From an optimization exercise on the open Yosys and OpenROAD flow, aimed at small area, a short achievable clock period and few clock cycles; shortcuts taken in it are not production practice.
In this exercise RTL edits were held to simulation tests only and were not proved equivalent to the original.

==> run a: inputs <==
## RV32core
module RV32core (
    input clk,   
    input rst,   
    output [31:0] imem_addr,
    input  [31:0] imem_rdata,
    output [31:0] dmem_addr,
    output [31:0] dmem_wdata,
    output        dmem_we,
    output [ 1:0] dmem_size,
    input  [31:0] dmem_rdata
);
  reg        e_valid;
  reg [31:0] e_a, e_b, e_imm;
  reg [ 4:0] e_rd;
  reg        e_wr;       
  reg [ 2:0] e_f3;
  reg        e_sub, e_sra, e_load, e_store, e_jal, e_jalr;
  reg        e_lui, e_auipc, e_mul, e_div;
  reg [ 5:0] e_bsel;     
  reg [31:0] c_an, c_bn;
  reg [31:0] fpc;        
  reg        m2_valid;   
  reg [ 4:0] m2_rd;
  wire [31:0] alu_res;
  FU_ALU alu (
      .a(e_a),
      .b(e_b),
      .f3(e_f3),
      .sub(e_sub),
      .sra(e_sra),
      .lt(b_lt),
      .ltu(b_ltu),
      .res(alu_res)
  );
  wire [31:0] addr = e_a + e_imm;
  wire [31:0] pc_tgt = fpc + e_imm;
  reg [30:0] c_gt, c_eq;
  integer ci, cw;
  always @(*) begin
    c_gt = ~c_an[30:0] & c_bn[30:0];
    c_eq = ~(c_an[30:0] ^ c_bn[30:0]);
    for (cw = 1; cw < 31; cw = cw * 2)
      for (ci = 0; ci < 31; ci = ci + 2 * cw)
        if (ci + cw < 31) begin
          c_gt[ci] = c_gt[ci + cw] | (c_eq[ci + cw] & c_gt[ci]);
          c_eq[ci] = c_eq[ci + cw] & c_eq[ci];
        end
  end
  wire lo_lt = ~c_gt[0] & ~c_eq[0];
  wire hi_eq = ~(c_an[31] ^ c_bn[31]);
  wire b_eq = hi_eq & c_eq[0];
  wire b_ltu = (c_an[31] & ~c_bn[31]) | (hi_eq & lo_lt);
  wire b_lt = (~c_an[31] & c_bn[31]) | (hi_eq & lo_lt);
  wire br_cond = (e_bsel[0] & b_eq) | (e_bsel[1] & ~b_eq) |
                 (e_bsel[2] & b_lt) | (e_bsel[3] & ~b_lt) |
                 (e_bsel[4] & b_ltu) | (e_bsel[5] & ~b_ltu);
  wire taken_pc = e_valid & (e_jal | br_cond);    
  wire taken_reg = e_valid & e_jalr;              
  ...
==> flow/config.mk <==
export PLATFORM = sky130hd
export DESIGN_NAME = RV32core
export DESIGN_NICKNAME = RV32core
export VERILOG_FILES = /design/flow/design.v
export SDC_FILE = /design/flow/constraint.sdc
export NUM_CORES = 4
export LEC_CHECK = 0
export ABC_AREA = 1
export CAP_MARGIN = 20
export CORE_MARGIN = 2
export CORE_UTILIZATION = 40
export PLACE_DENSITY = 0.5
export SLEW_MARGIN = 20
==> flow/constraint.sdc <==
create_clock -name core_clock -period 14.0 [get_ports {clk}]
set_input_delay 2.8000 -clock core_clock [delete_from_list [all_inputs] [get_ports {clk}]]
set_output_delay 2.8000 -clock core_clock [all_outputs]
set_load 0.01 [all_outputs]
standard.sh (not shown) runs the stock make flow with config.mk's settings and CLKGATE_MAP_FILE= SYNTH_SCRIPT=/design/flow/synth_recipe.tcl, a recipe that flattens the netlist after the stock synthesis.
==> flow/flow/run.sh <==
#!/bin/bash
# The standard layout, with timing repair aiming at 7.4 ns of setup slack
# instead of 0 so that the achieved period keeps shrinking past the target
# (to about what the design's slowest paths reach, so that the other paths
# are not upsized for nothing).
set -euo pipefail
bash standard.sh SETUP_SLACK_MARGIN=7.4 finish > standard_flow.log 2>&1
==> inputs of run b, as changes to run a <==
--- a/flow/design.v
+++ b/flow/design.v
@@ -1854,11 +1854,10 @@
   reg        e_wr;       
   reg [ 2:0] e_f3;
   reg        e_sub, e_sra, e_load, e_store, e_jal, e_jalr;
   reg        e_lui, e_auipc, e_mul, e_div;
   reg [ 5:0] e_bsel;     
-  reg [31:0] c_an, c_bn;
   reg [31:0] fpc;        
   reg        m2_valid;   
   reg [ 4:0] m2_rd;
   wire [31:0] alu_res;
   FU_ALU alu (
@@ -1874,24 +1873,24 @@
   wire [31:0] addr = e_a + e_imm;
   wire [31:0] pc_tgt = fpc + e_imm;
   reg [30:0] c_gt, c_eq;
   integer ci, cw;
   always @(*) begin
-    c_gt = ~c_an[30:0] & c_bn[30:0];
-    c_eq = ~(c_an[30:0] ^ c_bn[30:0]);
+    c_gt = e_a[30:0] & ~e_b[30:0];
+    c_eq = ~(e_a[30:0] ^ e_b[30:0]);
     for (cw = 1; cw < 31; cw = cw * 2)
       for (ci = 0; ci < 31; ci = ci + 2 * cw)
         if (ci + cw < 31) begin
           c_gt[ci] = c_gt[ci + cw] | (c_eq[ci + cw] & c_gt[ci]);
           c_eq[ci] = c_eq[ci + cw] & c_eq[ci];
         end
   end
   wire lo_lt = ~c_gt[0] & ~c_eq[0];
-  wire hi_eq = ~(c_an[31] ^ c_bn[31]);
+  wire hi_eq = ~(e_a[31] ^ e_b[31]);
   wire b_eq = hi_eq & c_eq[0];
-  wire b_ltu = (c_an[31] & ~c_bn[31]) | (hi_eq & lo_lt);
-  wire b_lt = (~c_an[31] & c_bn[31]) | (hi_eq & lo_lt);
+  wire b_ltu = (~e_a[31] & e_b[31]) | (hi_eq & lo_lt);
+  wire b_lt = (e_a[31] & ~e_b[31]) | (hi_eq & lo_lt);
   wire br_cond = (e_bsel[0] & b_eq) | (e_bsel[1] & ~b_eq) |
                  (e_bsel[2] & b_lt) | (e_bsel[3] & ~b_lt) |
                  (e_bsel[4] & b_ltu) | (e_bsel[5] & ~b_ltu);
   wire taken_pc = e_valid & (e_jal | br_cond);    
   wire taken_reg = e_valid & e_jalr;              
@@ -2023,12 +2022,10 @@
   end
   always @(posedge clk) begin
     begin
       e_a <= op_a;
       e_b <= op_b;
-      c_an <= ~op_a;
-      c_bn <= ~op_b;
       e_imm <= imm_addr;
       e_rd <= rd;
       e_wr <= (rd != 5'd0) & ~(d_store | d_branch);
       e_f3 <= f3;
       e_sub <= d_op & ~inst[25] & inst[30] & (f3 == 3'd0);
==> flow/flow/run.sh (replaced) <==
#!/bin/bash
# The standard layout, with timing repair aiming at 8 ns of setup slack
# instead of 0 so that the achieved period keeps shrinking past the target.
set -euo pipefail
bash standard.sh SETUP_SLACK_MARGIN=8 finish > standard_flow.log 2>&1
==> qor summary <==
|  | run a | run b |
|---|---|---|
| Xor/xnor cell area share of the yosys netlist | 6.51% | 6.82% |
| Detailed-routed wire length on met2 | 255,000 um | 237,000 um |
| Crit path time final | 6.73 ns | 7.03 ns |
| Core Rows | 190 | 188 |
| Count of cell instances traversed by the critical path | 22 | 20 |
| Number of antenna cells inserted | 23 | 20 |
| First-pass GRT wire length | 795,000 um | 766,000 um |
| Instance area after placement | 0.115 mm2 | 0.113 mm2 |
| Met3 demand-to-capacity share in global routing | 9.49% | 12.2% |
| Wire length per cell | 35.0 um | 33.9 um |
| Inverter count | 1,829 | 1,803 |
| Post-synthesis simple-gate area fraction | 16.9% | 16.9% |
| Run status | finished clean | finished clean |
| Vertical die dimension | 522 um | 518 um |
| Clock buffer instance count of the final layout | 213 | 199 |
Testbench counts of run a, summed over its fixed seeds: cycles 12,318.
Testbench counts of run b, summed over its fixed seeds: cycles 12,318.

static timing again, ports no longer ideal:
In the flow no input, the clock included, has a driving cell. The finished layouts below were timed again as built, in two steps. Step 1, drivers: a clkbuf_16 drives clk and a buf_2 each remaining input, both assumed. Step 2 times the ports against the registers' clock, not the clock port: input delays grow and output delays shrink by t, the midpoint of the rising clock arrivals with the driver on. Slacks: no drivers / after step 1 / after step 2; pairs: no drivers / after step 1.
run | t (ns) | setup WS [ns] | hold WS [ns] | worst register clock-pin slew, ns | pins driven straight from the clock port
run a | 0.960 | 7.272 / 7.172 / 6.402 | 0.479 / 0.479 / 0.479 | 0.07 / 0.07 | 1
run b | 0.940 | 6.966 / 6.865 / 6.957 | 0.473 / 0.473 / 0.473 | 0.08 / 0.08 | 1
After both steps every run listed still meets setup and hold. The setup slack of run a, which loses most, moves by -0.100 ns with the drivers and by -0.870 ns with both steps.
